This design comes from an exercise in tuning for small area on the open sky130 flow, not from production work. RTL that was checked went through simulation tests only; none was proved equivalent to the original. No functional check of the RTL was part of run 4. No activity file was given, so power comes from the tool's default toggle rates.

$ cat design/flow/config.mk
export PLATFORM = sky130hd
export DESIGN_NAME = pipeline
export DESIGN_NICKNAME = pipeline
export VERILOG_FILES = /design/flow/design.v
export SDC_FILE = /design/flow/constraint.sdc
export NUM_CORES = 4
export LEC_CHECK = 0
export CAP_MARGIN = 20
export CORE_MARGIN = 2
export CORE_UTILIZATION = 40
export GPL_TIMING_DRIVEN = 1
export SLEW_MARGIN = 20
$ cat design/flow/constraint.sdc
create_clock -name core_clock -period 4.0 [get_ports {clk}]
set_input_delay 0.8000 -clock core_clock [delete_from_list [all_inputs] [get_ports {clk}]]
set_output_delay 0.8000 -clock core_clock [all_outputs]
set_load 0.01 [all_outputs]
$ cat design/flow/design.v
module pipeline(
    input clk,
    input rst,
    input [22:0] a,
    input [7:0] p,
    input [22:0] b,
    input [7:0] q,
    input m,
    output reg [7:0] final_exponent,
    output reg [22:0] normal_mantissa_sum
);
    genvar i;
    wire [22:0] orp;
    assign orp[0] = 1'b0;
    generate
        for (i = 1; i < 23; i = i + 1) begin : g_orp
            assign orp[i] = orp[i-1] | b[i-1];
        end
    endgenerate
    wire [22:0] bn = b ^ ({23{m}} & orp);
    wire [7:0] eh = ~(p ^ q);
    wire [7:0] eg = p & ~q;
    wire [8:0] c0;
    assign c0[0] = 1'b0;
    generate
        for (i = 0; i < 8; i = i + 1) begin : g_exc
            assign c0[i+1] = eg[i] | (eh[i] & c0[i]);
        end
    endgenerate
    wire       g  = c0[8];                        
    wire [7:0] t0 = eh ^ c0[7:0];
    wire [7:0] ta;                                
    assign ta[0] = 1'b1;
    generate
        for (i = 1; i < 8; i = i + 1) begin : g_inc
            assign ta[i] = ta[i-1] & t0[i-1];
        end
    endgenerate
    wire [7:0] d  = ~(t0 ^ ({8{g}} & ~ta));       
    wire       dz = |d[7:5];                      
    wire [4:0] ds = {d[4:3] | {2{dz}}, d[2:0]};   
    wire [7:0] e  = g ? p : q;
    reg [7:0]  e0;
    reg [22:0] a0;
    reg [22:0] b0;
    reg        g0, g0n;
    reg [4:0]  d0, d0n;
    always @(posedge clk) begin
        e0  <= e;
        a0  <= a;
        b0  <= bn;
        g0  <= g;
        g0n <= ~g;
        d0  <= ds;
        d0n <= ~ds;
    end
    wire [22:0] m1d = ~((a0 | {23{g0n}}) & (b0 | {23{g0}}));
    wire [23:0] v0  = {1'b0, ~((b0 | {23{g0n}}) & (a0 | {23{g0}}))};
    wire [23:0] v1 = {~(v0[23] | d0[0]),
                      ~((v0[22:0] | {23{d0[0]}}) & (v0[23:1] | {23{d0n[0]}}))};
    wire [23:0] v2 = {~(v1[23:22] & {2{d0n[1]}}),
                      ~((v1[21:0] | {22{d0[1]}}) & (v1[23:2] | {22{d0n[1]}}))};
    wire [23:0] v4 = {~(v2[23:20] | {4{d0[2]}}),
                      ~((v2[19:0] | {20{d0[2]}}) & (v2[23:4] | {20{d0n[2]}}))};
    wire [23:0] v8 = {~(v4[23:16] & {8{d0n[3]}}),
                      ~((v4[15:0] | {16{d0[3]}}) & (v4[23:8] | {16{d0n[3]}}))};
    wire [23:0] sh = {~(v8[23:8] | {16{d0[4]}}),
                      ~((v8[7:0] | {8{d0[4]}}) & (v8[23:16] | {8{d0n[4]}}))};
    reg [7:0]  e1;
    reg [22:0] m1n;
    reg [23:0] s1;
    always @(posedge clk) begin
        e1  <= e0;
        m1n <= m1d;
        s1  <= sh;
    end
    reg r1, r2, r3, r4;
    always @(posedge clk) begin
        r1 <= rst;
        r2 <= r1;
        r3 <= r2;
        r4 <= r3;
    end
    wire [23:0] tsum;
    wire tco;
    bk_add24 add(.x({1'b0, m1n}), .y(s1 ^ {24{~m}}), .ci(~m), .s(tsum), .co(tco));
    wire [23:0] sum = ~tsum;
    wire co_m = ~(m ^ tco);                       
    wire c2n = (rst | r1) ? 1'b0 : (r2 ? ~m : co_m);
    reg        c2;
    reg [23:0] r2v;
    reg [7:0]  e2;
    always @(posedge clk) begin
        c2  <= c2n;
        r2v <= sum;
        e2  <= e1;
    end
    wire z16 = ~|r2v[23:8];
    wire k16 = ~c2 & z16;
    wire [23:0] t16 = k16 ? {r2v[7:0], 16'd0} : r2v;
    wire z8 = ~|t16[23:16];
    wire k8 = ~c2 & z8;
    wire [23:0] t8 = k8 ? {t16[15:0], 8'd0} : t16;
    wire z4 = ~|t8[23:20];
    wire k4 = ~c2 & z4;
    wire [1:0] t4h = k4 ? t8[19:18] : t8[23:22];   
    wire t4l = k4 ? t8[17] : t8[21];
    wire z2 = ~|t4h;
    wire k2 = ~c2 & z2;
    wire t2h = k2 ? t4l : t4h[1];                  
    wire k1 = c2 | ~t2h;
    wire zz = k16 & k8;                           
    wire [4:0] n = {k16, k8, k4 & ~zz, k2 & ~zz, k1 & ~zz};
    wire z2r = r1 | r2 | r3;
    reg [7:0]  e3n;                               
    reg [4:0]  n3;
    reg [2:0]  n3n;                               
    reg [22:0] t3n;                               
    always @(posedge clk) begin
        e3n <= z2r ? 8'hff : ~e2;
        n3  <= (z2r & ~c2) ? 5'd24 : n;
        n3n <= ~n[2:0];
        t3n <= ~t8[22:0];
    end
    wire [7:0] fy = {3'd0, n3} ^ {8{c2}};
    wire [8:0] fc;
    assign fc[0] = c2;
    generate
        for (i = 0; i < 8; i = i + 1) begin : g_fe
            assign fc[i+1] = (e3n[i] & fy[i]) | ((e3n[i] ^ fy[i]) & fc[i]);
        end
    endgenerate
    wire [7:0] fen = e3n ^ fy ^ fc[7:0];           
    wire zo = rst | r1 | r2 | r3 | r4;
    wire s1e  = n3[0] | zo;
    wire s1en = n3n[0] | zo;
    wire [22:0] u4 = ~((t3n | {23{n3[2]}}) & ({t3n[18:0], 4'hf} | {23{n3n[2]}}));   
    wire [22:0] u2 = ~((u4 | {23{n3[1]}}) & ({u4[20:0], 2'b00} | {23{n3n[1]}}));     
    wire [22:0] u1 = ~((u2 | {23{s1e}}) & ({u2[21:0], 1'b1} | {23{s1en}}));          
    always @(posedge clk) begin
        final_exponent <= ~(fen | {8{rst | r1}});
        normal_mantissa_sum <= u1;
    end
endmodule
module bk_add24(input [23:0] x, input [23:0] y, input ci, output [23:0] s, output co);
    wire [23:0] hp = x ^ y;
    wire [23:0] hg = x & y;
    wire g_1 = hg[0] | (hp[0] & ci);
    wire g_2 = hg[2] | (hp[2] & hg[1]);
    wire p_2 = hp[2] & hp[1];
    wire g_3 = hg[4] | (hp[4] & hg[3]);
    wire p_3 = hp[4] & hp[3];
    wire g_4 = hg[6] | (hp[6] & hg[5]);
    wire p_4 = hp[6] & hp[5];
    wire g_5 = hg[8] | (hp[8] & hg[7]);
    wire p_5 = hp[8] & hp[7];
    wire g_6 = hg[10] | (hp[10] & hg[9]);
    wire p_6 = hp[10] & hp[9];
    wire g_7 = hg[12] | (hp[12] & hg[11]);
    wire p_7 = hp[12] & hp[11];
    wire g_8 = hg[14] | (hp[14] & hg[13]);
    wire p_8 = hp[14] & hp[13];
    wire g_9 = hg[16] | (hp[16] & hg[15]);
    wire p_9 = hp[16] & hp[15];
    wire g_10 = hg[18] | (hp[18] & hg[17]);
    wire p_10 = hp[18] & hp[17];
    wire g_11 = hg[20] | (hp[20] & hg[19]);
    wire p_11 = hp[20] & hp[19];
    wire g_12 = hg[22] | (hp[22] & hg[21]);
    wire p_12 = hp[22] & hp[21];
    wire g_13 = g_2 | (p_2 & g_1);
    wire g_14 = g_4 | (p_4 & g_3);
    wire p_14 = p_4 & p_3;
    wire g_15 = g_6 | (p_6 & g_5);
    wire p_15 = p_6 & p_5;
    wire g_16 = g_8 | (p_8 & g_7);
    wire p_16 = p_8 & p_7;
    wire g_17 = g_10 | (p_10 & g_9);
    wire p_17 = p_10 & p_9;
    wire g_18 = g_12 | (p_12 & g_11);
    wire p_18 = p_12 & p_11;
    wire g_19 = g_14 | (p_14 & g_13);
    wire g_20 = g_16 | (p_16 & g_15);
    wire p_20 = p_16 & p_15;
    wire g_21 = g_18 | (p_18 & g_17);
    wire p_21 = p_18 & p_17;
    wire g_22 = g_20 | (p_20 & g_19);
    wire g_23 = g_21 | (p_21 & g_22);
    wire g_24 = g_15 | (p_15 & g_19);
    wire g_25 = g_17 | (p_17 & g_22);
    wire g_26 = g_3 | (p_3 & g_13);
    wire g_27 = g_5 | (p_5 & g_19);
    wire g_28 = g_7 | (p_7 & g_24);
    wire g_29 = g_9 | (p_9 & g_22);
    wire g_30 = g_11 | (p_11 & g_25);
    wire g_31 = hg[1] | (hp[1] & g_1);
    wire g_32 = hg[3] | (hp[3] & g_13);
    wire g_33 = hg[5] | (hp[5] & g_26);
    wire g_34 = hg[7] | (hp[7] & g_19);
    wire g_35 = hg[9] | (hp[9] & g_27);
    wire g_36 = hg[11] | (hp[11] & g_24);
    wire g_37 = hg[13] | (hp[13] & g_28);
    wire g_38 = hg[15] | (hp[15] & g_22);
    wire g_39 = hg[17] | (hp[17] & g_29);
    wire g_40 = hg[19] | (hp[19] & g_25);
    wire g_41 = hg[21] | (hp[21] & g_30);
    wire g_42 = hg[23] | (hp[23] & g_23);
    assign s[0] = hp[0] ^ ci;
    assign s[1] = hp[1] ^ g_1;
    assign s[2] = hp[2] ^ g_31;
    assign s[3] = hp[3] ^ g_13;
    assign s[4] = hp[4] ^ g_32;
    assign s[5] = hp[5] ^ g_26;
    assign s[6] = hp[6] ^ g_33;
    assign s[7] = hp[7] ^ g_19;
    assign s[8] = hp[8] ^ g_34;
    assign s[9] = hp[9] ^ g_27;
    assign s[10] = hp[10] ^ g_35;
    assign s[11] = hp[11] ^ g_24;
    assign s[12] = hp[12] ^ g_36;
    assign s[13] = hp[13] ^ g_28;
    assign s[14] = hp[14] ^ g_37;
    assign s[15] = hp[15] ^ g_22;
    assign s[16] = hp[16] ^ g_38;
    assign s[17] = hp[17] ^ g_29;
    assign s[18] = hp[18] ^ g_39;
    assign s[19] = hp[19] ^ g_25;
    assign s[20] = hp[20] ^ g_40;
    assign s[21] = hp[21] ^ g_30;
    assign s[22] = hp[22] ^ g_41;
    assign s[23] = hp[23] ^ g_23;
    assign co = g_42;
endmodule
$ cat design/flow/flow/run.sh
#!/bin/bash
set -euo pipefail
bash standard.sh \
  "BUFFER_PORTS_ARGS=-buffer_cell sky130_fd_sc_hd__buf_1" \
  "CTS_ARGS=-sink_clustering_enable -repair_clock_nets -sink_clustering_size 32 -sink_clustering_max_diameter 150 -buf_list sky130_fd_sc_hd__clkbuf_16 -dont_use_dummy_load" \
  finish > standard_flow.log 2>&1
$ cat design/flow/standard.sh
#!/bin/bash
# synth_recipe.tcl (not shown) runs the flow's synth.tcl, then flattens the netlist and writes it again
# the make line also repeats each setting of config.mk as NAME=value (left out here)
make -C /OpenROAD-flow-scripts/flow DESIGN_CONFIG=/design/flow/config.mk WORK_HOME=/design/flow/orfs CLKGATE_MAP_FILE= SYNTH_SCRIPT=/design/flow/synth_recipe.tcl "${@:-finish}"
==> summary.txt, run 1 <==
status - complete, no violations
main combinational cell family by area after synthesis - compound AO/OA/AOI/OAI gates
gr ovfl total - 0
DP Area - 9754 µm²
CTS max path bufs - 3
ANT nets after route - 0
Seq/Total Area, Yosys - 50.13%
max cap viols - 0
P&R area growth vs syn - 10.16%
DRC violations left - 0
starting density of the core - 40.46%
cells along the critical path - buf_1 > inv_2 > ha_4 > fa_2 > fa_2 > fa_2 > fa_2 > fa_2 > fa_2 > inv_2 > fa_1 > nor3_1 > a31oi_1 > or2_4
# rows - 55
Peak VDD IR - 0.0002234 V
period utilisation layout - 94.27%
Adder-Cell Fraction of Synth Area - 8.575%
Worst-Skew Late Latency - 0.47 ns
Cells after Synth - 922
initial drt markers - 267
multiplexer share of the synthesized area - 1.086%
mean area per synthesized cell - 9.875 µm²
# setup viols final - 0
R2R Setup Slk - 0.65 ns
worst-path maximum fanout - 2
clock slew at reported path FFs - 0.11 ns
Compound-Gate Fraction of Synth Area - 19.33%
Num CTS Buffers - 11
CP Data Required Time - 4.37 ns
post-layout min period - 3.771 ns
Final Cell Area - 10030 µm²
measured slew at the worst slew-check pin - 0.9339 ns
most used cell, CP - fa_2
Die Y - 154.9 µm
slowest stage delay, CP - 0.42 ns
hold-fix buffers at CTS - 0
fraction of layout cells with a size suffix above 1 - 6.275%
Critical Path End Type - flip-flop
Avg WL per Cell - 13.83 µm
antenna violations before repair - 0
I/O pin count - 96
diode count - 0
Synth warnings - 1
register bit count reported by yosys - 228
CTS tree - built
Cell Pwr Density - 566.0 nW/µm²
WHS - 0.3346 ns
Synth top area share - 50.13%
vias in the first global route - 6191
cells taking the most area after synthesis - dfxtp_1 50%, o22ai_1 11%, xnor2_1 5.5%
commonest non-fill, non-tap cell in the layout - dfxtp_1
clock root buffer - clkbuf_16
placed insts - 1262
die outline width - 154.9 µm
synthesized cell area - 9105 µm²
clk_skew - 0.06683 ns
Yosys top cell by area - dfxtp_1
final number of max-transition violations - 0
PortBufs - 95
# resized after CTS - 0
Synth cell types - 54
TritonCTS Sinks - 228
first-pass GRT wire length - 29.30 mm
fmax - 0.2652 GHz
CTS HTree Levels - 1
WS Path Type - in2reg
largest net degree at the start of global routing - 47
Worst Setup Start Kind - primary input
core area - 22500 µm²
routed wire length - 17.61 mm
final design utilization - 44.57%
CP max-delay cell - fa_1
vias per inst - 5.151
worst min path class - reg2reg
most frequent cells in the layout - 228 x dfxtp_1, 167 x o22ai_1, 94 x buf_1, 75 x nor2_1, 57 x xnor2_1
unrepaired setup endpoints after global routing - no
Layout Nets - 1103
Synth Area in Simple Gates - 9.578%
die area - 23980 µm²
via count - 6557
number of flops mapped to enable cells by yosys - 0
Leakage - 3.888 nW
Global Route Usage Sum - 14.55%
drt pass-1 iters - 4
placer congestion estimate - 0.8753
Post-synth top flop - dfxtp_1
Max-slew headroom - 37.66%
post-detailed-placement half-perimeter wirelength - 13.88 mm
asr flop ratio synth - 0%
Hold Fails Final Rpt - 0
Data arrival, critical path - 4.14 ns
Post CTS Setup Buffer Count - 0
XOR/XNOR Fraction of Synth Area - 6.637%
Filler Cell Count - 2176
Cell Count, Final, Fillers Out - 1273
metal layers:
metal | vias to the layer above | part of all wire [%] | track usage (%)
met3 | 24 | 3.8 | 2.284
met5 | - | 0 | 0
met4 | 0 | 2.1 | 3.660
met2 | 138 | 46 | 24.76
met1 | 2983 | 48 | 19.44
li1 | 3412 | - | -
area by class of cell:
type                    instances  area [µm²]  area share (%)
clock buffers                  11       275.3           2.745
flip-flops and latches        228        4564           45.51
repair buffers                109       462.9           4.616
inverters                      59       221.5           2.208
multi-input cells             581        4149           41.37
well taps                     285       356.6           3.555
flip-flops by register name (all words and copies together), names as in the netlist:
register / cells
r3: 1
n3n: 3
e1: 8
s1: 24
r1: 1
m1n: 23
a0: 23
n3: 5
final_exponent: 8
r2v: 24
g0: 1
d0: 5
c2: 1
normal_mantissa_sum: 23
e2: 8
b0: 23
g0n: 1
e0: 8
r2: 1
d0n: 5
e3n: 8
r4: 1
t3n: 23
power by group:
group | switching, W | internal, W | total, W
registers | 0.000421 | 0.00268 | 0.00310
clock network | 0.000642 | 0.000497 | 0.00114
logic | 0.000765 | 0.000672 | 0.00144
total | 0.00183 | 0.00385 | 0.00568
kinds of logic (layout without fill, tap and decap cells):
kind of cell,Yosys count,count (layout)
compound gates,273,273
flops,228,228
simple gates,182,182
buf+inv,113,179
xor+xnor,69,69
fa+ha+maj,48,48
mux,9,9
through the flow:
step / total power, W / setup WS, ns / TNS [ns]
finish: 0.005676 / 0.2291 / 0
detailed placement: 0.004581 / -0.2863 / -1.857
global placement: 0.004561 / -0.2067 / -0.8462
global route: 0.006053 / 0.1054 / 0
CTS: 0.005721 / 0.2373 / 0
floorplan: 0.004162 / -0.02379 / -0.02379
synth_stat cells (3+ instances only):
cell	count
a211oi_1	6
a21o_1	5
a21oi_1	20
a221o_1	3
a221oi_1	4
a22oi_1	8
a31oi_1	9
and2_1	6
and3_1	4
buf_1	8
clkbuf_1	46
dfxtp_1	228
fa_1	24
ha_1	24
inv_1	59
mux2_2	7
nand2_1	44
nand2b_1	5
nand3_1	5
nor2_1	75
nor2b_1	4
nor3_1	6
o21ai_0	27
o22ai_1	167
o31ai_1	4
or2_2	8
or3_1	7
or4_1	5
or4_4	4
xnor2_1	57
xor2_1	12
final timing paths:
check	startpoint	depth (start not counted)	endpoint
setup / recovery	q[0]	14	d0[4]
hold reg to reg	e1[7]	0	e2[7]
hold / removal	e1[7]	0	e2[7]
setup reg to reg	c2	12	final_exponent[7]
critical path: cells and delay by family:
family	cells	cell delay, ns
buf+inv	3	0.21
fa+ha+maj	8	2.64
simple gates	2	0.42
compound gates	1	0.08
==> run 2, diff against run 1 <==
--- a/design/flow/config.mk
+++ b/design/flow/config.mk
@@ -8,5 +8,5 @@
 export CAP_MARGIN = 20
 export CORE_MARGIN = 2
 export CORE_UTILIZATION = 40
-export GPL_TIMING_DRIVEN = 1
+export GPL_TIMING_DRIVEN = 0
 export SLEW_MARGIN = 20
==> summary.txt, run 2 <==
commonest non-fill, non-tap cell in the layout - dfxtp_1
Setup Slack @ Placement - -1.062 ns
cells taking the most area after synthesis - dfxtp_1 50%, o22ai_1 11%, xnor2_1 5.5%
placer congestion estimate - 0.9583
worst-path maximum fanout - 10
Clock Power Share - 20.0%
sw frac - 33.21%
P&R area growth vs syn - 11.43%
Cell Pwr Density - 570.4 nW/µm²
Post-synth top flop - dfxtp_1
Synth cell types - 54
Layout Nets - 1143
Commonest cells post-synth - 228 x dfxtp_1, 167 x o22ai_1, 75 x nor2_1, 59 x inv_1, 57 x xnor2_1
Peak VDD IR - 0.0002473 V
Hold Crit Start - e0[7]
slowest stage delay, CP - 0.44 ns
via count - 6773
Yosys top cell by area - dfxtp_1
status - complete, no violations
Cells after Synth - 922
PortBufs - 95
Synth warnings - 1
Num CTS Buffers - 11
I/O pin count - 96
antenna violations before repair - 0
starting density of the core - 40.46%
R2R Setup Slk - 0.28 ns
number of flops mapped to enable cells by yosys - 0
CP Data Required Time - 4.36 ns
most common cell in the netlist - dfxtp_1
most used cell, CP - clkbuf_4
cells along the critical path - buf_1 > clkbuf_4 > clkbuf_4 > xnor2_1 > ha_1 > a2111oi_2 > nand3b_1 > a32o_1 > a21o_1 > a41o_1 > or2_2 > a31oi_1 > fa_1
Top Registers - r2v (24), s1 (24)
Filler Cell Count - 2210
CP max-delay cell - fa_1
TritonCTS Sinks - 228
die area - 23980 µm²
post-detailed-placement half-perimeter wirelength - 16.37 mm
CTS HTree Levels - 1
Seq/Total Area, Yosys - 50.13%
unrepaired setup endpoints after global routing - no
measured slew at the worst slew-check pin - 0.7946 ns
Synth top area share - 50.13%
Final WS setup - 0.2250 ns
post-layout min period - 3.775 ns
diode count - 0
DRC violations left - 0
ANT nets after route - 0
max cap viols - 0
vias per inst - 5.158
Avg WL per Cell - 15.54 µm
WS Path Type - in2reg
routed wire length - 20.40 mm
register bit count reported by yosys - 228
Critical R2R Launch - n3[1]
clock slew at reported path FFs - 0.11 ns
# rows - 55
Global Route Usage Sum - 16.74%
Max-slew headroom - 47.03%
vias in the first global route - 6516
Worst-Skew Late Latency - 0.48 ns
CP delay by family, top - compound AO/OA/AOI/OAI gates
area taken by flip-flops and latches - 4564 µm²
Int Power - 0.003866 W
Sequential Power Share - 51.7%
initial drt markers - 335
Worst Setup Start Kind - primary input
die outline width - 154.9 µm
Post CTS Setup Buffer Count - 0
sw power - 0.001922 W
Die Y - 154.9 µm
drt pass-1 iters - 4
clock root buffer - clkbuf_16
Worst R2R End - final_exponent[7]
gr ovfl total - 0
CTS max path bufs - 3
Hold Fails Final Rpt - 0
mean area per synthesized cell - 9.875 µm²
most frequent cells in the layout - 228 x dfxtp_1, 167 x o22ai_1, 100 x buf_1, 75 x nor2_1, 57 x xnor2_1
FF-to-FF path depth - 14
synthesized cell area - 9105 µm²
largest net degree at the start of global routing - 33
clk_skew - 0.07051 ns
fmax - 0.2649 GHz
core area - 22500 µm²
CTS tree - built
Bufs and invs on worst path - 3
period utilisation layout - 94.37%
WHS Endpoint - e1[7]
Data arrival, critical path - 4.13 ns
# setup viols final - 0
asr flop ratio synth - 0%
final number of max-transition violations - 0
Hold Crit Depth - 0
Critical Path End Type - flip-flop
combinational share of power - 28.3%
hold-fix buffers at CTS - 0
fraction of layout cells with a size suffix above 1 - 5.350%
Leakage - 3.904 nW
final total power - 0.005787 W
first-pass GRT wire length - 32.48 mm
worst min path class - reg2reg
Multi-input gate area - 4155 µm²
run 2: layout make-up:
cell class              count  area share (%)
flip-flops and latches    228           44.99
multi-input cells         581           40.95
repair buffers             95           3.515
well taps                 285           3.515
clock buffers              11           2.713
inverters                  59           2.183
plain buffers              54           2.133
run 2: power by group through the flow:
stage / logic, W / clock network (W) / registers (W)
floorplan: 0.00124 / 0 / 0.00292
global placement: 0.00161 / 0 / 0.00304
detailed placement: 0.00162 / 0 / 0.00304
CTS: 0.00163 / 0.00121 / 0.00299
global route: 0.00184 / 0.00128 / 0.00303
finish: 0.00164 / 0.00116 / 0.00299
run 2: how the worst max path moves through the flow:
stage | endpoint | slack (ns) | start | cells past startpoint
4_1_cts | final_exponent[7] | 0.04 | n3[1] | 14
3_5_place_dp | r2v[21] | -1.06 | m | 14
5_1_grt | final_exponent[7] | 0.006 | n3[1] | 14
2_1_floorplan | d0[4] | -0.02 | q[0] | 13
6_report | r2v[21] | 0.23 | m | 13
3_3_place_gp | r2v[21] | -1.03 | m | 14
run 2: metal layers:
| layer | track usage [%] | up-vias | wire length [µm] |
|---|---|---|---|
| li1 | - | 3496 | - |
| met1 | 19.97 | 3071 | 8965 |
| met2 | 31.03 | 166 | 9991 |
| met3 | 2.451 | 40 | 820 |
| met4 | 5.071 | 0 | 620 |
| met5 | 0 | - | 0 |
run 2: cell families (layout without fill, tap and decap cells):
| group | after synthesis | count (layout) | synth area share (%) |
|---|---|---|---|
| mux | 9 | 9 | 1.086 |
| buf+inv | 113 | 219 | 4.659 |
| flops | 228 | 228 | 50.13 |
| fa+ha+maj | 48 | 48 | 8.575 |
| simple gates | 182 | 182 | 9.578 |
| compound gates | 273 | 273 | 19.34 |
| xor+xnor | 69 | 69 | 6.637 |
run 2: through the flow:
| stage | std cells | hold WS, ns | TNS [ns] | area, µm² | utilization (%) |
|---|---|---|---|---|---|
| after floorplan | 922 | 0.3096 | -0.02379 | 9140 | - |
| after global placement | 1302 | 0.3121 | -10.59 | 9853 | 43.79 |
| after detailed placement | 1302 | 0.3121 | -11.95 | 9853 | 43.79 |
| after CTS | 1313 | 0.3392 | 0 | 10140 | 45.05 |
| after global routing | 1313 | 0.3462 | 0 | 10150 | 45.09 |
| final | 1313 | 0.3384 | 0 | 10150 | 45.09 |
run 2: what timing repair did:
action	4_1_cts	5_1_grt
cloned	0	0
endpoints found under the setup margin	5	3
hold endpoints to repair	0	0
gates resized for setup	5	6
==> run 3, diff against run 2 <==
==> design/flow/flow/run.sh (replaced) <==
#!/bin/bash
set -euo pipefail
bash standard.sh \
  "BUFFER_PORTS_ARGS=-buffer_cell sky130_fd_sc_hd__buf_1" \
  "CTS_ARGS=-sink_clustering_enable -repair_clock_nets -sink_clustering_size 32 -sink_clustering_max_diameter 150 -buf_list sky130_fd_sc_hd__clkbuf_16 -dont_use_dummy_load" \
  "REMOVE_ABC_BUFFERS=1" \
  finish > standard_flow.log 2>&1
==> summary.txt, run 3 <==
status - complete, no violations
Layout Nets - 1095
Worst Setup Start Kind - primary input
mean area per synthesized cell - 9.875 µm²
post-layout min period - 3.916 ns
antenna violations before repair - 0
Cells after Synth - 922
max cap viols - 0
cells taking the most area after synthesis - dfxtp_1 50%, o22ai_1 11%, xnor2_1 5.5%
Avg WL per Cell - 13.64 µm
measured slew at the worst slew-check pin - 0.9208 ns
clk_skew - 0.08196 ns
CTS HTree Levels - 1
post-detailed-placement half-perimeter wirelength - 13.40 mm
Synth cell types - 54
gr ovfl total - 0
Die Y - 154.9 µm
clock root buffer - clkbuf_16
commonest non-fill, non-tap cell in the layout - dfxtp_1
clock slew at reported path FFs - 0.11 ns
hold-fix buffers at CTS - 0
ANT nets after route - 0
DP Area - 9644 µm²
Final WS setup - 0.08448 ns
Global Route Usage Sum - 14.38%
most common cell in the netlist - dfxtp_1
PortBufs - 95
most frequent cells in the layout - 224 x dfxtp_1, 167 x o22ai_1, 94 x buf_1, 75 x nor2_1, 58 x inv_1
register bit count reported by yosys - 228
worst min path class - reg2reg
final design utilization - 44.37%
initial drt markers - 361
Top Registers - r2v (24), s1 (24)
FF-to-FF path depth - 12
first-pass GRT wire length - 29.04 mm
# rows - 55
Num CTS Buffers - 11
CTS max path bufs - 3
routed wire length - 17.25 mm
Peak VDD IR - 0.0002369 V
I/O pin count - 96
core area - 22500 µm²
fraction of layout cells with a size suffix above 1 - 5.918%
diode count - 0
final number of max-transition violations - 0
vias per inst - 5.104
Yosys top cell by area - dfxtp_1
Synth top area share - 50.13%
WS Path Type - in2reg
placer congestion estimate - 0.9173
Leakage - 3.856 nW
TritonCTS Sinks - 228
Data arrival, critical path - 4.27 ns
Max-slew headroom - 38.20%
worst-path maximum fanout - 2
period utilisation layout - 97.89%
Cell Pwr Density - 567.3 nW/µm²
Seq/Total Area, Yosys - 50.13%
via count - 6457
number of flops mapped to enable cells by yosys - 0
Final Cell Area - 9985 µm²
asr flop ratio synth - 0%
vias in the first global route - 6126
largest net degree at the start of global routing - 47
WHS - 0.3340 ns
unrepaired setup endpoints after global routing - yes
CTS tree - built
die area - 23980 µm²
Commonest cells post-synth - 228 x dfxtp_1, 167 x o22ai_1, 75 x nor2_1, 59 x inv_1, 57 x xnor2_1
Worst-Skew Late Latency - 0.48 ns
DRC violations left - 0
synthesized cell area - 9105 µm²
drt pass-1 iters - 4
Hold Crit Depth - 0
fmax - 0.2554 GHz
Setup Slack @ Placement - -0.9237 ns
Synth warnings - 1
Hold Fails Final Rpt - 0
Sum Neg Setup Slack - 0 ns
CP Data Required Time - 4.36 ns
starting density of the core - 40.46%
Critical Path End Type - flip-flop
die outline width - 154.9 µm
# setup viols final - 0
P&R area growth vs syn - 9.661%
Post-synth top flop - dfxtp_1
run 3: cell types whose count changed in the layout (fill, tap and decap cells not counted), moves of 2 or more:
| cell | previous run | this run |
|---|---|---|
| clkbuf_1 | 42 | 0 |
| buf_1 | 100 | 94 |
| buf_4 | 0 | 5 |
| dfxtp_1 | 228 | 224 |
| dfxtp_2 | 0 | 4 |
| buf_2 | 3 | 0 |
| clkbuf_2 | 2 | 0 |
| inv_1 | 56 | 58 |
| inv_2 | 3 | 1 |
| nor3_1 | 6 | 4 |
| nor3_2 | 0 | 2 |
| or2_2 | 6 | 8 |
| or2_4 | 2 | 0 |
run 3: what timing repair did:
action / in CTS / in global routing
setup endpoints to repair: 13 / 6
setup buffers: 5 / 0
gates resized for setup: 7 / 5
pin swaps: 1 / 0
run 3: metal layers:
metal / vias up / GRT usage, % / share of wire [%]
met5: - / 0 / 0
met4: 0 / 3.263 / 1.9
met3: 22 / 1.922 / 3.5
met2: 141 / 24.85 / 47
met1: 2896 / 19.23 / 48
li1: 3398 / - / -
run 3: final cells by class:
class                      instances  area [µm²]
timing repair buffer             101       417.9
tap                              285       356.6
sequential                       228        4569
inverter                          59       221.5
multi-input combinational        581        4144
fill                            2219       12520
clock buffer                      11       275.3
run 3: metrics by stage:
step	total power, W	cells
floorplan	0.004115	868
global placement	0.004533	1248
detailed placement	0.004554	1249
CTS	0.005712	1265
global route	0.006043	1265
finish	0.005665	1265
run 3: report_power, final:
group	internal, W	switching, W
Sequential	0.00268	0.000437
Clock	0.000497	0.000647
Combinational	0.000665	0.000738
Total	0.00384	0.00182
run 3: critical path: stages:
cell	delay, ns
buf_1	0.10
inv_1	0.05
ha_1	0.19
fa_2	0.34
fa_2	0.34
fa_2	0.34
fa_2	0.34
fa_2	0.35
fa_2	0.34
inv_2	0.07
fa_2	0.43
nor3_2	0.18
a31oi_1	0.07
or2_2	0.33
run 3: path summary, 6_finish.rpt:
| path | to | start | slack, ns |
|---|---|---|---|
| max | d0[3] | q[0] | 0.08 |
| min | e2[0] | e1[0] | 0.33 |
| max reg2reg | final_exponent[7] | n3[1] | 0.46 |
| min reg2reg | e2[0] | e1[0] | 0.33 |
run 3: kinds of logic after synthesis:
group	Yosys count	synth area share (%)
flip-flops	228	50.13
buffers and inverters	113	4.659
multiplexers	9	1.086
AO/OA/AOI/OAI	273	19.34
XOR/XNOR	69	6.637
adder cells (fa/ha/maj)	48	8.575
AND/OR/NAND/NOR	182	9.578
==> run 4, diff against run 3 <==
--- a/design/flow/design.v
+++ b/design/flow/design.v
@@ -74,12 +74,11 @@
         m1n <= m1d;
         s1  <= sh;
     end
-    reg r1, r2, r3, r4;
+    reg r1, r2, r3;
     always @(posedge clk) begin
         r1 <= rst;
         r2 <= r1;
         r3 <= r2;
-        r4 <= r3;
     end
     wire [23:0] tsum;
     wire tco;
@@ -95,12 +94,13 @@
         r2v <= sum;
         e2  <= e1;
     end
+    wire z2r = r1 | r2 | r3;
     wire z16 = ~|r2v[23:8];
     wire k16 = ~c2 & z16;
-    wire [23:0] t16 = k16 ? {r2v[7:0], 16'd0} : r2v;
+    wire [23:0] t16 = (k16 | z2r) ? {r2v[7:0], 16'd0} : r2v;
     wire z8 = ~|t16[23:16];
     wire k8 = ~c2 & z8;
-    wire [23:0] t8 = k8 ? {t16[15:0], 8'd0} : t16;
+    wire [23:0] t8 = (k8 | z2r) ? {t16[15:0], 8'd0} : t16;
     wire z4 = ~|t8[23:20];
     wire k4 = ~c2 & z4;
     wire [1:0] t4h = k4 ? t8[19:18] : t8[23:22];   
@@ -111,7 +111,6 @@
     wire k1 = c2 | ~t2h;
     wire zz = k16 & k8;                           
     wire [4:0] n = {k16, k8, k4 & ~zz, k2 & ~zz, k1 & ~zz};
-    wire z2r = r1 | r2 | r3;
     reg [7:0]  e3n;                               
     reg [4:0]  n3;
     reg [2:0]  n3n;                               
@@ -131,7 +130,7 @@
         end
     endgenerate
     wire [7:0] fen = e3n ^ fy ^ fc[7:0];           
-    wire zo = rst | r1 | r2 | r3 | r4;
+    wire zo = rst | r1;
     wire s1e  = n3[0] | zo;
     wire s1en = n3n[0] | zo;
     wire [22:0] u4 = ~((t3n | {23{n3[2]}}) & ({t3n[18:0], 4'hf} | {23{n3n[2]}}));   
==> design/flow/flow/run.sh (replaced) <==
#!/bin/bash
set -euo pipefail
bash standard.sh \
  "BUFFER_PORTS_ARGS=-buffer_cell sky130_fd_sc_hd__buf_1" \
  "CTS_ARGS=-sink_clustering_enable -repair_clock_nets -sink_clustering_size 32 -sink_clustering_max_diameter 150 -buf_list sky130_fd_sc_hd__clkbuf_16 -dont_use_dummy_load" \
  finish > standard_flow.log 2>&1
==> summary.txt, run 4 <==
status - complete, no violations
most frequent cells in the layout - 227 x dfxtp_1, 170 x o22ai_1, 104 x buf_1, 78 x nand2_1, 57 x xnor2_1
fmax - 0.2595 GHz
synthesized cell area - 9219 µm²
Filler Cell Count - 2217
Hold Fails Final Rpt - 0
Hold Crit Depth - 0
antenna violations before repair - 0
Setup Slack @ Placement - -1.004 ns
DRC violations left - 0
Layout Nets - 1177
CTS HTree Levels - 1
worst min path class - reg2reg
Avg WL per Cell - 15.29 µm
placed insts - 1337
CTS max path bufs - 3
Synth top area share - 49.29%
clock root buffer - clkbuf_16
FF-to-FF path depth - 13
Seq/Total Area, Yosys - 49.29%
Worst R2R End - final_exponent[7]
Peak VDD IR - 0.0002354 V
mean area per synthesized cell - 9.633 µm²
vias in the first global route - 6707
via count - 6971
asr flop ratio synth - 0%
register bit count reported by yosys - 227
unrepaired setup endpoints after global routing - no
Cell Count, Final, Fillers Out - 1347
routed wire length - 20.59 mm
ANT nets after route - 0
final number of max-transition violations - 0
vias per inst - 5.175
post-detailed-placement half-perimeter wirelength - 16.40 mm
I/O pin count - 96
Cell Pwr Density - 530.0 nW/µm²
fraction of layout cells with a size suffix above 1 - 5.461%
Leakage - 3.902 nW
worst-path maximum fanout - 2
hold-fix buffers at CTS - 0
post-layout min period - 3.853 ns
clock slew at reported path FFs - 0.12 ns
clk_skew - 0.07359 ns
Global Route Usage Sum - 17.01%
Critical R2R Launch - c2
measured slew at the worst slew-check pin - 0.8446 ns
# setup viols final - 0
first-pass GRT wire length - 33.31 mm
die outline width - 155.8 µm
number of flops mapped to enable cells by yosys - 0
R2R Setup Slk - 0.29 ns
Yosys top cell by area - dfxtp_1
Top Registers - r2v (24), s1 (24)
TritonCTS Sinks - 227
largest net degree at the start of global routing - 33
CTS tree - built
Cells after Synth - 957
CP Data Required Time - 4.37 ns
Post-synth top flop - dfxtp_1
cells taking the most area after synthesis - dfxtp_1 49%, o22ai_1 12%, xnor2_1 5.4%
Post CTS Setup Buffer Count - 0
WHS Endpoint - e2[0]
core area - 22640 µm²
Num CTS Buffers - 11
Data arrival, critical path - 4.22 ns
Commonest cells post-synth - 227 x dfxtp_1, 170 x o22ai_1, 78 x nand2_1, 57 x xnor2_1, 56 x inv_1
die area - 24280 µm²
drt pass-1 iters - 5
diode count - 0
starting density of the core - 40.72%
Synth warnings - 1
Max-slew headroom - 43.26%
Die Y - 155.8 µm
commonest non-fill, non-tap cell in the layout - dfxtp_1
WS Path Type - in2reg
Final WS setup - 0.1465 ns
P&R area growth vs syn - 11.28%
Worst Setup Start Kind - primary input
Synth cell types - 50
Critical Path End Type - flip-flop
most common cell in the netlist - dfxtp_1
# rows - 55
PortBufs - 95
Worst-Skew Late Latency - 0.48 ns
max cap viols - 0
Hold Crit Start - e1[0]
initial drt markers - 274
period utilisation layout - 96.34%
gr ovfl total - 0
final design utilization - 45.31%
Sum Neg Setup Slack - 0 ns
placer congestion estimate - 0.9114
==> run 4: layout make-up <==
cell class | count | area, µm² | share of cell area (%)
tap | 285 | 356.6 | 3.476
clock buffer | 11 | 275.3 | 2.683
inverter | 56 | 215.2 | 2.098
buffer | 59 | 234.0 | 2.281
sequential | 227 | 4544 | 44.30
timing repair buffer | 95 | 356.6 | 3.476
multi-input combinational | 614 | 4277 | 41.69
==> run 4: worst max path at each step <==
stage	endpoint	cells after the start	startpoint	slack (ns)
final	d0[4]	14	q[0]	0.15
after global placement	r2v[17]	13	m	-0.96
after detailed placement	r2v[17]	13	m	-1.00
after global routing	d0[1]	15	q[0]	0.008
after floorplan	d0[3]	13	q[0]	-0.005
after CTS	r2v[17]	13	m	0.1
==> run 4: timing repair <==
action,in CTS,in global routing
gates resized for setup,5,4
endpoints found under the hold margin,0,0
endpoints found under the setup margin,12,4
==> run 4: logic make-up (layout without fill, tap and decap cells) <==
logic type	after synthesis	count (layout)	share of synthesized area [%]
xor+xnor	69	69	6.555
compound gates	273	273	18.87
buf+inv	116	221	4.723
fa+ha+maj	48	48	8.469
simple gates	215	215	11.02
flops	227	227	49.29
mux	9	9	1.072
==> run 4: stage by stage <==
| step | power [W] | hold slack (ns) | instance area (µm²) |
|---|---|---|---|
| floorplan | 0.003864 | 0.3096 | 9258 |
| global placement | 0.004298 | 0.3140 | 9971 |
| detailed placement | 0.004314 | 0.3121 | 9971 |
| CTS | 0.005464 | 0.3245 | 10250 |
| global route | 0.005768 | 0.3281 | 10260 |
| finish | 0.005437 | 0.3227 | 10260 |
==> run 4: where the power goes <==
part	leakage, nW	switching (W)	internal (W)	total [W]
sequential	1.89	0.000261	0.00257	0.00284
clock	0.136	0.000661	0.000497	0.00116
combinational	1.88	0.000850	0.000593	0.00144
total	3.90	0.00177	0.00367	0.00544
==> run 4: metal layers <==
layer	routed length, µm	global-route usage, %	vias to the layer above
met2	9956	31.18	202
met4	718	5.679	0
met3	785	2.250	52
met5	0	0	-
li1	-	-	3594
met1	9133	20.53	3123
==> run 4: worst max-delay path, cell delays in order <==
cell	delay, ns
buf_1	0.19
inv_6	0.04
ha_4	0.16
fa_2	0.33
fa_2	0.34
fa_2	0.35
fa_2	0.34
fa_2	0.34
fa_2	0.34
inv_2	0.06
fa_1	0.41
nor3_1	0.15
a31oi_1	0.08
or2_4	0.27
==> run 5, diff against run 4 <==
--- a/design/flow/design.v
+++ b/design/flow/design.v
@@ -29,14 +29,7 @@
     endgenerate
     wire       g  = c0[8];                        
     wire [7:0] t0 = eh ^ c0[7:0];
-    wire [7:0] ta;                                
-    assign ta[0] = 1'b1;
-    generate
-        for (i = 1; i < 8; i = i + 1) begin : g_inc
-            assign ta[i] = ta[i-1] & t0[i-1];
-        end
-    endgenerate
-    wire [7:0] d  = ~(t0 ^ ({8{g}} & ~ta));       
+    wire [7:0] d  = t0 ^ {8{~g}};                 
     wire       dz = |d[7:5];                      
     wire [4:0] ds = {d[4:3] | {2{dz}}, d[2:0]};   
     wire [7:0] e  = g ? p : q;
@@ -55,7 +48,8 @@
         d0n <= ~ds;
     end
     wire [22:0] m1d = ~((a0 | {23{g0n}}) & (b0 | {23{g0}}));
-    wire [23:0] v0  = {1'b0, ~((b0 | {23{g0n}}) & (a0 | {23{g0}}))};
+    wire [23:0] v0  = {g0, ~(g0 | a0[22]),
+                       ~((b0[22:1] | {22{g0n}}) & (a0[21:0] | {22{g0}}))};
     wire [23:0] v1 = {~(v0[23] | d0[0]),
                       ~((v0[22:0] | {23{d0[0]}}) & (v0[23:1] | {23{d0n[0]}}))};
     wire [23:0] v2 = {~(v1[23:22] & {2{d0n[1]}}),
@@ -74,11 +68,12 @@
         m1n <= m1d;
         s1  <= sh;
     end
-    reg r1, r2, r3;
+    reg r1, r2, r3, r4;
     always @(posedge clk) begin
         r1 <= rst;
         r2 <= r1;
         r3 <= r2;
+        r4 <= r3;
     end
     wire [23:0] tsum;
     wire tco;
@@ -94,13 +89,12 @@
         r2v <= sum;
         e2  <= e1;
     end
-    wire z2r = r1 | r2 | r3;
     wire z16 = ~|r2v[23:8];
     wire k16 = ~c2 & z16;
-    wire [23:0] t16 = (k16 | z2r) ? {r2v[7:0], 16'd0} : r2v;
+    wire [23:0] t16 = k16 ? {r2v[7:0], 16'd0} : r2v;
     wire z8 = ~|t16[23:16];
     wire k8 = ~c2 & z8;
-    wire [23:0] t8 = (k8 | z2r) ? {t16[15:0], 8'd0} : t16;
+    wire [23:0] t8 = k8 ? {t16[15:0], 8'd0} : t16;
     wire z4 = ~|t8[23:20];
     wire k4 = ~c2 & z4;
     wire [1:0] t4h = k4 ? t8[19:18] : t8[23:22];   
@@ -111,6 +105,7 @@
     wire k1 = c2 | ~t2h;
     wire zz = k16 & k8;                           
     wire [4:0] n = {k16, k8, k4 & ~zz, k2 & ~zz, k1 & ~zz};
+    wire z2r = r1 | r2 | r3;
     reg [7:0]  e3n;                               
     reg [4:0]  n3;
     reg [2:0]  n3n;                               
@@ -130,7 +125,7 @@
         end
     endgenerate
     wire [7:0] fen = e3n ^ fy ^ fc[7:0];           
-    wire zo = rst | r1;
+    wire zo = rst | r1 | r2 | r3 | r4;
     wire s1e  = n3[0] | zo;
     wire s1en = n3n[0] | zo;
     wire [22:0] u4 = ~((t3n | {23{n3[2]}}) & ({t3n[18:0], 4'hf} | {23{n3n[2]}}));   
==> summary.txt, run 5 <==
final design utilization - 45.02%
ANT nets after route - 0
Worst-Skew Late Latency - 0.47 ns
antenna violations before repair - 0
WHS - 0.3373 ns
Cell Pwr Density - 570.9 nW/µm²
gr ovfl total - 0
die outline width - 154.6 µm
routed wire length - 20.11 mm
FF-to-FF path depth - 13
Synth Area in Simple Gates - 10.37%
Critical R2R Launch - n3[1]
Top Registers - r2v (24), s1 (24)
Yosys top cell by area - dfxtp_1
clk_skew - 0.06049 ns
worst-path maximum fanout - 10
CTS max path bufs - 3
Setup Slack @ Placement - -1.050 ns
diode count - 0
R2R Setup Slk - 0.32 ns
WHS Endpoint - e1[3]
Avg WL per Cell - 15.28 µm
asr flop ratio synth - 0%
Final WS setup - 0.2181 ns
DRC violations left - 0
Num CTS Buffers - 11
Critical Path End Type - flip-flop
cells taking the most area after synthesis - dfxtp_1 50%, o22ai_1 12%, xnor2_1 5.3%
# setup viols final - 0
fraction of layout cells with a size suffix above 1 - 4.656%
multiplexer share of the synthesized area - 1.090%
first-pass GRT wire length - 32.45 mm
Synth cell types - 48
Global Route Usage Sum - 16.60%
mean area per synthesized cell - 9.795 µm²
TritonCTS Sinks - 228
vias in the first global route - 6617
starting density of the core - 40.43%
Hold Crit Start - e0[3]
most common cell in the netlist - dfxtp_1
main combinational cell family by area after synthesis - compound AO/OA/AOI/OAI gates
core area - 22430 µm²
CTS tree - built
Commonest cells post-synth - 228 x dfxtp_1, 170 x o22ai_1, 70 x nor2_1, 58 x inv_1, 55 x xnor2_1
worst min path class - reg2reg
register bit count reported by yosys - 228
number of flops mapped to enable cells by yosys - 0
PortBufs - 95
Worst Setup Start Kind - primary input
unrepaired setup endpoints after global routing - no
Peak VDD IR - 0.0002605 V
P&R area growth vs syn - 11.35%
clock slew at reported path FFs - 0.10 ns
synthesized cell area - 9070 µm²
post-detailed-placement half-perimeter wirelength - 16.06 mm
# rows - 55
Worst R2R End - final_exponent[7]
Seq/Total Area, Yosys - 50.32%
measured slew at the worst slew-check pin - 0.7426 ns
initial drt markers - 335
final total power - 0.005766 W
period utilisation layout - 94.55%
CTS HTree Levels - 1
final number of max-transition violations - 0
Hold Fails Final Rpt - 0
drt pass-1 iters - 4
post-layout min period - 3.782 ns
vias per inst - 5.132
Synth top area share - 50.32%
status - complete, no violations
XOR/XNOR Fraction of Synth Area - 6.566%
clock root buffer - clkbuf_16
commonest non-fill, non-tap cell in the layout - dfxtp_1
Compound-Gate Fraction of Synth Area - 18.32%
Hold Crit Depth - 0
I/O pin count - 96
Post-synth top flop - dfxtp_1
Die Y - 154.6 µm
Synth warnings - 1
hold-fix buffers at CTS - 0
fmax - 0.2644 GHz
Post CTS Setup Buffer Count - 0
largest net degree at the start of global routing - 33
Data arrival, critical path - 4.13 ns
Adder-Cell Fraction of Synth Area - 8.608%
die area - 23900 µm²
most frequent cells in the layout - 228 x dfxtp_1, 170 x o22ai_1, 101 x buf_1, 70 x nor2_1, 58 x inv_1
max cap viols - 0
Leakage - 3.910 nW
Cells after Synth - 926
WS Path Type - in2reg
Max-slew headroom - 49.22%
via count - 6754
CP Data Required Time - 4.35 ns
placer congestion estimate - 0.9350
Layout Nets - 1146
-- run 5: cell types whose count changed in the layout (fill, tap and decap cells not counted), sizes merged, moves of 4 or more --
cell    previous run  this run
nor4               5         1
o211ai             4         0
o21ba              7         1
nor2b              5         9
a21oi             29        33
and3               1        10
nand2b             8         4
nor2              55        70
nor3              20        14
or3               12         8
nand2             78        49
o21ai             25        21
-- run 5: final cells by class --
| class | count | area (µm²) |
|---|---|---|
| Multi-Input combinational cell | 584 | 4098 |
| Fill cell | 2243 | 12330 |
| Timing Repair Buffer | 95 | 356.6 |
| Clock buffer | 11 | 275.3 |
| Tap cell | 285 | 356.6 |
| Sequential cell | 228 | 4564 |
| Inverter | 58 | 217.7 |
| Buffer | 55 | 231.5 |
-- run 5: routing by layer --
layer / wire length (µm) / GRT usage, % / part of all wire, % / vias up
met3: 764 / 2.354 / 3.8 / 41
met4: 586 / 5.203 / 2.9 / 0
met1: 8990 / 20.43 / 45 / 3067
met5: 0 / 0 / 0 / -
li1: - / - / - / 3484
met2: 9765 / 30.02 / 49 / 162
-- run 5: critical path: stages --
cell	delay, ns
buf_1	0.09
clkbuf_4	0.26
buf_4	0.26
xnor2_1	0.14
ha_1	0.28
a2111oi_0	0.42
nand3b_1	0.15
a32o_1	0.28
a21o_1	0.19
a41o_1	0.28
or2_2	0.29
a31oi_1	0.23
fa_1	0.45
-- run 5: timing repair --
| action | in CTS | in global routing |
|---|---|---|
| gates resized for setup | 5 | 5 |
| endpoints found under the setup margin | 5 | 2 |
| cloned | 0 | 0 |
-- run 5: cell families after synthesis --
group                    Yosys count
buffers and inverters            114
multiplexers                       9
flip-flops                       228
XOR/XNOR                          68
AO/OA/AOI/OAI                    264
AND/OR/NAND/NOR                  195
adder cells (fa/ha/maj)           48
-- run 5: through the flow --
stage | cell area, µm² | instances | setup TNS (ns)
after floorplan | 9101 | 926 | 0
after detailed placement | 9814 | 1306 | -10.31
after global placement | 9814 | 1306 | -8.406
after global routing | 10100 | 1316 | 0
final | 10100 | 1316 | 0
after CTS | 10100 | 1317 | 0
-- run 5: where the power goes --
| group | total [W] | leakage [nW] | switching (W) | internal [W] |
|---|---|---|---|---|
| logic | 0.00163 | 1.87 | 0.000950 | 0.000683 |
| registers | 0.00298 | 1.90 | 0.000309 | 0.00268 |
| clock network | 0.00115 | 0.136 | 0.000651 | 0.000497 |
-- run 5: worst max-delay path by stage --
stage          start      end  slack (ns)  depth (start not counted)
3_3_place_gp       m  r2v[21]       -0.96                         14
2_1_floorplan      m  r2v[21]        0.03                         12
5_1_grt            m  r2v[21]        0.04                         13
3_5_place_dp       m  r2v[21]       -1.05                         14
4_1_cts            m  r2v[21]        0.05                         13
6_report           m  r2v[21]        0.22                         13
==> run 6, diff against run 5 <==
--- a/design/flow/config.mk
+++ b/design/flow/config.mk
@@ -8,5 +8,5 @@
 export CAP_MARGIN = 20
 export CORE_MARGIN = 2
 export CORE_UTILIZATION = 40
-export GPL_TIMING_DRIVEN = 0
+export GPL_TIMING_DRIVEN = 1
 export SLEW_MARGIN = 20
==> summary.txt, run 6 <==
Global Route met1 Usage - 19.41%
starting density of the core - 40.43%
post-layout min period - 3.690 ns
# resized after CTS - 0
Sequential Power Share - 54.6%
Layout Nets - 1105
Data arrival, critical path - 4.05 ns
via count - 6468
worst-path maximum fanout - 2
CTS tree - built
measured slew at the worst slew-check pin - 0.7709 ns
unrepaired setup endpoints after global routing - no
Commonest cells post-synth - 228 x dfxtp_1, 170 x o22ai_1, 70 x nor2_1, 58 x inv_1, 55 x xnor2_1
WS Path Type - in2reg
commonest non-fill, non-tap cell in the layout - dfxtp_1
fraction of layout cells with a size suffix above 1 - 5.859%
combinational share of power - 25.3%
Critical Path End Type - flip-flop
XOR/XNOR Fraction of Synth Area - 6.566%
Final Cell Area - 9993 µm²
Synth warnings - 1
fmax - 0.2710 GHz
number of flops mapped to enable cells by yosys - 0
register bit count reported by yosys - 228
sw frac - 32.22%
Seq/Total Area, Yosys - 50.32%
first-pass GRT wire length - 28.90 mm
DRC violations left - 0
asr flop ratio synth - 0%
Max-slew headroom - 48.42%
vias in the first global route - 6070
Leakage - 3.897 nW
Final WS setup - 0.3097 ns
# rows - 55
Adder-Cell Fraction of Synth Area - 8.608%
Top Registers - r2v (24), s1 (24)
Synth cell types - 48
PortBufs - 95
Num CTS Buffers - 11
Worst-Skew Late Latency - 0.47 ns
Avg WL per Cell - 13.74 µm
main combinational cell family by area after synthesis - compound AO/OA/AOI/OAI gates
Post-synth top flop - dfxtp_1
antenna violations before repair - 0
Global Route Usage Sum - 14.44%
gr ovfl total - 0
final total power - 0.005663 W
met3 Use GR - 2.185%
ANT nets after route - 0
placer congestion estimate - 0.8706
clock slew at reported path FFs - 0.11 ns
routed wire length - 17.51 mm
final number of max-transition violations - 0
sw power - 0.001825 W
die outline width - 154.6 µm
most frequent cells in the layout - 227 x dfxtp_1, 170 x o22ai_1, 94 x buf_1, 70 x nor2_1, 58 x inv_1
diode count - 0
clk_skew - 0.06794 ns
Post CTS Setup Buffer Count - 0
Setup Slack @ Placement - -0.2059 ns
largest net degree at the start of global routing - 38
vias per inst - 5.073
final design utilization - 44.55%
worst min path class - reg2reg
Cells after Synth - 926
Peak VDD IR - 0.0003068 V
die area - 23900 µm²
period utilisation layout - 92.26%
Compound-Gate Fraction of Synth Area - 18.32%
mean area per synthesized cell - 9.795 µm²
initial drt markers - 319
hold-fix buffers at CTS - 0
I/O pin count - 96
Int Power - 0.003839 W
Cell Pwr Density - 566.7 nW/µm²
met2 Usage GRT - 24.66%
post-detailed-placement half-perimeter wirelength - 13.73 mm
Worst Setup Start Kind - primary input
Hold Fails Final Rpt - 0
Filler Cell Count - 2223
CTS max path bufs - 3
DP Area - 9712 µm²
drt pass-1 iters - 5
Die Y - 154.6 µm
cells taking the most area after synthesis - dfxtp_1 50%, o22ai_1 12%, xnor2_1 5.3%
most common cell in the netlist - dfxtp_1
CP Data Required Time - 4.36 ns
CTS HTree Levels - 1
Clock Power Share - 20.1%
Synth Area in Simple Gates - 10.37%
busiest grt layer - met2
TritonCTS Sinks - 228
Yosys top cell by area - dfxtp_1
max cap viols - 0
synthesized cell area - 9070 µm²
core area - 22430 µm²
P&R area growth vs syn - 10.18%
clock root buffer - clkbuf_16
multiplexer share of the synthesized area - 1.090%
# setup viols final - 0
status - complete, no violations
Synth top area share - 50.32%
WHS - 0.3347 ns
==> run 6: cell counts after synthesis <==
No cell type changed its count.
==> run 6: logic make-up (layout without fill, tap and decap cells) <==
kind of cell / after synthesis / after routing
buffers and inverters: 114 / 178
muxes: 9 / 9
AOI/OAI and AO/OA: 264 / 264
and+or+nand+nor: 195 / 195
xor gates and xnor gates: 68 / 68
adders and majority gates: 48 / 48
DFF: 228 / 228
==> run 6: final timing paths <==
| kind | start | to | slack [ns] | depth (start not counted) |
|---|---|---|---|---|
| hold / removal | e1[7] | e2[7] | 0.33 | 0 |
| setup / recovery | q[0] | d0[3] | 0.31 | 14 |
| setup reg to reg | c2 | final_exponent[7] | 0.65 | 12 |
| hold reg to reg | e1[7] | e2[7] | 0.33 | 0 |
==> run 6: through the flow <==
step	instances	setup TNS, ns
3_3_place_gp	1264	-0.7262
3_5_place_dp	1264	-1.914
6_report	1275	0
4_1_cts	1275	0
5_1_grt	1275	0
2_1_floorplan	926	0
==> run 6: final cells by class <==
class / count / area, µm² / share of cell area (%)
repair buffers: 109 / 475.5 / 4.758
multi-input cells: 584 / 4103 / 41.05
flip-flops and latches: 228 / 4566 / 45.69
clock buffers: 11 / 275.3 / 2.754
inverters: 58 / 217.7 / 2.179
well taps: 285 / 356.6 / 3.568
==> run 6: critical path, stage by stage <==
cell and delay (ns):
buf_1 0.08, inv_1 0.04, ha_1 0.19, fa_2 0.35, fa_2 0.34, fa_2 0.35
fa_2 0.35, fa_2 0.35, fa_1 0.36, inv_1 0.08, fa_2 0.44, nor3_2 0.14
nand2_1 0.07, o21a_1 0.11
==> run 6: routing by layer <==
layer  wire [µm]  part of all wire (%)  vias up
met5           0                     0        -
met1        8383                    48     2867
li1            -                     -     3399
met3         737                   4.2       25
met4         380                   2.2        0
met2        8011                    46      177
==> run 6: power groups by stage <==
stage	Clock (W)	Combinational [W]	Sequential (W)
2_1_floorplan	0	0.00124	0.00292
3_3_place_gp	0	0.00141	0.00314
3_5_place_dp	0	0.00143	0.00314
4_1_cts	0.00120	0.00144	0.00309
5_1_grt	0.00127	0.00163	0.00315
6_report	0.00114	0.00143	0.00309
==> run 7, diff against run 6 <==
==> design/flow/flow/run.sh (replaced) <==
#!/bin/bash
set -euo pipefail
bash standard.sh \
  "BUFFER_PORTS_ARGS=-buffer_cell sky130_fd_sc_hd__buf_1" \
  "CTS_ARGS=-sink_clustering_enable -repair_clock_nets -sink_clustering_size 32 -sink_clustering_max_diameter 150 -buf_list sky130_fd_sc_hd__clkbuf_16 -dont_use_dummy_load" \
  "REMOVE_ABC_BUFFERS=1" \
  finish > standard_flow.log 2>&1
--- a/design/flow/config.mk
+++ b/design/flow/config.mk
@@ -8,5 +8,5 @@
 export CAP_MARGIN = 20
 export CORE_MARGIN = 2
 export CORE_UTILIZATION = 40
-export GPL_TIMING_DRIVEN = 1
+export GPL_TIMING_DRIVEN = 0
 export SLEW_MARGIN = 20
==> summary.txt, run 7 <==
status - complete, no violations
vias in the first global route - 6173
vias per inst - 5.114
Leakage - 3.839 nW
most frequent cells in the layout - 225 x dfxtp_1, 170 x o22ai_1, 94 x buf_1, 70 x nor2_1, 57 x inv_1
Commonest cells post-synth - 228 x dfxtp_1, 170 x o22ai_1, 70 x nor2_1, 58 x inv_1, 55 x xnor2_1
post-detailed-placement half-perimeter wirelength - 13.51 mm
final total power - 0.005666 W
unrepaired setup endpoints after global routing - no
antenna violations before repair - 0
post-layout min period - 3.873 ns
Sum Neg Setup Slack - 0 ns
PortBufs - 95
# setup viols final - 0
Num CTS Buffers - 11
ANT nets after route - 0
mean area per synthesized cell - 9.795 µm²
clk_skew - 0.06120 ns
Final Cell Area - 9901 µm²
fraction of layout cells with a size suffix above 1 - 4.806%
# rows - 55
Cells after Synth - 926
CTS max path bufs - 3
worst min path class - reg2reg
Data arrival, critical path - 4.23 ns
Critical Path End - d0[4]
Seq/Total Area, Yosys - 50.32%
largest net degree at the start of global routing - 49
Critical Path End Type - flip-flop
max cap viols - 0
via count - 6459
Final WS setup - 0.1270 ns
Yosys top cell by area - dfxtp_1
drt pass-1 iters - 5
most common cell in the netlist - dfxtp_1
TritonCTS Sinks - 228
gr ovfl total - 0
core area - 22430 µm²
WS Path Type - in2reg
CTS tree - built
FF-to-FF path depth - 12
register bit count reported by yosys - 228
DP Area - 9597 µm²
placed insts - 1251
period utilisation layout - 96.82%
Worst Setup Start Kind - primary input
R2R Setup Slk - 0.35 ns
Critical R2R Launch - c2
Synth warnings - 1
Max-slew headroom - 45.76%
first-pass GRT wire length - 29.30 mm
Worst R2R End - final_exponent[7]
synthesized cell area - 9070 µm²
Hold Crit Depth - 0
clock root buffer - clkbuf_16
CP Launch Point - q[0]
Hold Fails Final Rpt - 0
initial drt markers - 296
Peak VDD IR - 0.0002870 V
I/O pin count - 96
diode count - 0
Setup Slack @ Placement - -0.8629 ns
Synth top area share - 50.32%
clock slew at reported path FFs - 0.11 ns
Synth cell types - 48
Post-synth top flop - dfxtp_1
cells taking the most area after synthesis - dfxtp_1 50%, o22ai_1 12%, xnor2_1 5.3%
routed wire length - 17.56 mm
die outline width - 154.6 µm
Cell Count, Final, Fillers Out - 1263
Cell Pwr Density - 572.2 nW/µm²
die area - 23900 µm²
asr flop ratio synth - 0%
placer congestion estimate - 0.8867
CTS HTree Levels - 1
DRC violations left - 0
commonest non-fill, non-tap cell in the layout - dfxtp_1
Die Y - 154.6 µm
number of flops mapped to enable cells by yosys - 0
P&R area growth vs syn - 9.160%
CP Data Required Time - 4.36 ns
final number of max-transition violations - 0
Avg WL per Cell - 13.90 µm
measured slew at the worst slew-check pin - 0.8125 ns
fmax - 0.2582 GHz
Global Route Usage Sum - 14.57%
Layout Nets - 1093
worst-path maximum fanout - 2
starting density of the core - 40.43%
Top Registers - r2v (24), s1 (24)
Worst-Skew Late Latency - 0.46 ns
run 7: cell types whose count changed in the layout (fill, tap and decap cells not counted):
cell      previous run  this run
buf_2                0         1
buf_4               13         1
clkbuf_2             1         0
dfxtp_1            227       225
dfxtp_2              1         3
fa_1                18        20
fa_2                 6         4
inv_1               58        57
inv_2                0         1
run 7: critical path: stages:
cell     delay (ns)
buf_1          0.08
inv_1          0.04
ha_1           0.19
fa_2           0.35
fa_2           0.34
fa_1           0.38
fa_1           0.39
fa_2           0.35
fa_1           0.38
inv_2          0.07
fa_2           0.43
nor3_2         0.19
nand2_1        0.07
o21a_1         0.14
run 7: worst min-delay path by stage:
stage / startpoint / to / slack, ns
6_report: e1[1] / e2[1] / 0.33
5_1_grt: e1[7] / e2[7] / 0.34
4_1_cts: e1[1] / e2[1] / 0.33
3_5_place_dp: e0[5] / e1[5] / 0.31
3_3_place_gp: e0[2] / e1[2] / 0.31
2_1_floorplan: e0[0] / e1[0] / 0.31
run 7: cell families after synthesis:
kind of cell    after synthesis  share of synthesized area, %
mux                           9                         1.090
simple gates                195                         10.37
buf+inv                     114                         4.718
fa+ha+maj                    48                         8.608
flops                       228                         50.32
xor+xnor                     68                         6.566
compound gates              264                         18.32
run 7: area by class of cell:
cell class	instances	area [µm²]
clock buffer	11	275.3
tap	285	356.6
inverter	58	217.7
timing repair buffer	97	385.4
fill	2238	12530
sequential	228	4568
multi-input combinational	584	4098
run 7: report_power, final:
group          total, W  internal [W]  switching, W
sequential      0.00311       0.00268      0.000438
combinational   0.00140      0.000656      0.000746
clock           0.00115      0.000497      0.000651
run 7: repair_timing:
action,in CTS,in global routing
setup buffers,1,0
endpoints found under the hold margin,0,0
setup endpoints to repair,11,12
resized for setup,2,5
pin swaps,2,1
hold buffers,0,0
run 7: metrics by stage:
stage	util [%]	hold WS, ns
5_1_grt	44.13	0.3395
2_1_floorplan	-	0.3096
6_report	44.13	0.3348
4_1_cts	44.07	0.3347
3_3_place_gp	42.67	0.3115
3_5_place_dp	42.78	0.3135
run 7: metal layers:
metal	vias to the layer above	track usage, %	routed length [µm]
li1	3376	-	-
met1	2946	19.16	8374
met2	121	25.62	8348
met3	16	2.101	634
met4	0	2.998	200
met5	-	0	0
==> run 8, diff against run 7 <==
==> design/flow/flow/run.sh (replaced) <==
#!/bin/bash
set -euo pipefail
bash standard.sh \
  "BUFFER_PORTS_ARGS=-buffer_cell sky130_fd_sc_hd__buf_1" \
  "CTS_ARGS=-sink_clustering_enable -repair_clock_nets -sink_clustering_size 33 -sink_clustering_max_diameter 200 -buf_list sky130_fd_sc_hd__clkbuf_16 -root_buf sky130_fd_sc_hd__clkbuf_8 -dont_use_dummy_load" \
  "REMOVE_ABC_BUFFERS=1" \
  finish > standard_flow.log 2>&1
==> summary.txt, run 8 <==
status - complete, no violations
first-pass GRT wire length - 29.35 mm
commonest non-fill, non-tap cell in the layout - dfxtp_1
clk_skew - 0.03761 ns
Worst R2R End - final_exponent[7]
post-detailed-placement half-perimeter wirelength - 13.51 mm
CTS max path bufs - 3
Final WS setup - 0.1669 ns
Synth warnings - 1
worst-path maximum fanout - 2
most frequent cells in the layout - 225 x dfxtp_1, 170 x o22ai_1, 94 x buf_1, 70 x nor2_1, 58 x inv_1
CP Launch Point - q[0]
Seq/Total Area, Yosys - 50.32%
CTS tree - built
register bit count reported by yosys - 228
gr ovfl total - 0
ANT nets after route - 0
PortBufs - 95
Yosys top cell by area - dfxtp_1
clock slew at reported path FFs - 0.11 ns
# rows - 55
Top Registers - r2v (24), s1 (24)
Filler Cell Count - 2238
R2R Setup Slk - 0.35 ns
starting density of the core - 40.43%
max cap viols - 0
Critical Path End Type - flip-flop
unrepaired setup endpoints after global routing - no
vias in the first global route - 6146
Commonest cells post-synth - 228 x dfxtp_1, 170 x o22ai_1, 70 x nor2_1, 58 x inv_1, 55 x xnor2_1
mean area per synthesized cell - 9.795 µm²
met2 Usage GRT - 25.68%
P&R area growth vs syn - 8.512%
Hold Fails Final Rpt - 0
Avg WL per Cell - 13.77 µm
number of flops mapped to enable cells by yosys - 0
CP Data Required Time - 4.37 ns
Die Y - 154.6 µm
Global Route met1 Usage - 19.30%
Cells after Synth - 926
antenna violations before repair - 0
Num CTS Buffers - 10
Worst-Skew Late Latency - 0.51 ns
final number of max-transition violations - 0
Global Route Usage Sum - 14.61%
worst min path class - reg2reg
Sum Neg Setup Slack - 0 ns
Critical R2R Launch - c2
initial drt markers - 290
most common cell in the netlist - dfxtp_1
cells taking the most area after synthesis - dfxtp_1 50%, o22ai_1 12%, xnor2_1 5.3%
synthesized cell area - 9070 µm²
Critical Path End - d0[4]
vias per inst - 5.105
via count - 6443
Layout Nets - 1092
DRC violations left - 0
FF-to-FF path depth - 12
fmax - 0.2609 GHz
clock root buffer - clkbuf_8
Setup Slack @ Placement - -0.8629 ns
largest net degree at the start of global routing - 49
drt pass-1 iters - 5
Synth cell types - 48
Worst Setup Start Kind - primary input
measured slew at the worst slew-check pin - 0.8170 ns
Synth top area share - 50.32%
fraction of layout cells with a size suffix above 1 - 4.606%
Data arrival, critical path - 4.20 ns
Post-synth top flop - dfxtp_1
busiest grt layer - met2
Cell Pwr Density - 562.4 nW/µm²
die outline width - 154.6 µm
diode count - 0
Final Cell Area - 9842 µm²
I/O pin count - 96
period utilisation layout - 95.83%
CTS HTree Levels - 1
hold-fix buffers at CTS - 0
die area - 23900 µm²
WS Path Type - in2reg
# setup viols final - 0
DP Area - 9597 µm²
Leakage - 3.811 nW
met3 Use GR - 2.214%
core area - 22430 µm²
routed wire length - 17.38 mm
TritonCTS Sinks - 228
WHS - 0.3155 ns
Max-slew headroom - 45.46%
Peak VDD IR - 0.0002660 V
post-layout min period - 3.833 ns
asr flop ratio synth - 0%
placer congestion estimate - 0.8867
-- run 8: cell count changes in the layout (fill, tap and decap cells not counted), sizes merged --
| cell | before | now |
|---|---|---|
| clkbuf | 11 | 10 |
-- run 8: worst max-delay path, stage by stage --
cell and delay [ns]:
buf_1 0.09, inv_1 0.05, ha_1 0.19, fa_2 0.35, fa_2 0.34, fa_1 0.38
fa_1 0.39, fa_2 0.35, fa_1 0.36, inv_1 0.09, fa_2 0.44, nor3_2 0.14
nand2_1 0.07, o21a_1 0.14
-- run 8: worst min path at each step --
stage / cells after the start / slack [ns] / end / start
3_3_place_gp: 0 / 0.31 / e1[2] / e0[2]
5_1_grt: 0 / 0.30 / e2[7] / e1[7]
3_5_place_dp: 0 / 0.31 / e1[5] / e0[5]
6_report: 0 / 0.32 / e2[1] / e1[1]
2_1_floorplan: 0 / 0.31 / e1[0] / e0[0]
4_1_cts: 0 / 0.31 / e2[1] / e1[1]
-- run 8: per-layer routing --
metal | wire (µm) | up-vias
li1 | - | 3374
met1 | 8185 | 2916
met2 | 8312 | 138
met3 | 627 | 15
met4 | 257 | 0
met5 | 0 | -
-- run 8: kinds of logic (layout without fill, tap and decap cells) --
group	count (synthesis)	count (layout)	synth area share, %
simple gates	195	195	10.37
mux	9	9	1.090
xor+xnor	68	68	6.566
fa+ha+maj	48	48	8.608
flops	228	228	50.32
compound gates	264	264	18.32
buf+inv	114	165	4.718
-- run 8: through the flow --
step                util [%]  total power [W]  cells
floorplan                  -         0.004105    870
global placement       42.67         0.004529   1250
detailed placement     42.78         0.004556   1251
CTS                    43.81         0.005581   1262
global route           43.87         0.005927   1262
finish                 43.87         0.005535   1262
-- run 8: repair_timing --
action / CTS / global route
setup buffers: 1 / 0
resized for setup: 2 / 4
endpoints found under the setup margin: 11 / 12
pin swaps: 1 / 1
endpoints found under the hold margin: 0 / 0
-- run 8: cell type report --
type                            instances  area [µm²]  share of cell area (%)
Multi-Input combinational cell        584        4098                   41.63
Clock buffer                           10       216.5                   2.199
Sequential cell                       228        4568                   46.41
Timing Repair Buffer                   97       385.4                   3.916
Tap cell                              285       356.6                   3.623
Inverter                               58       217.7                   2.212
-- run 8: where the power goes --
group	switching, W	internal (W)	leakage [nW]
sequential	0.000440	0.00268	1.90
combinational	0.000742	0.000656	1.80
clock	0.000633	0.000388	0.108

Re-timed with assumed drivers on the ports (clkbuf_16 on the clock, buf_2 on other inputs), run 8 has 0.171 ns of setup slack against 0.167 ns with ideal ports, and -0.359 ns once port delays also move by the mid clock arrival of 0.530 ns.
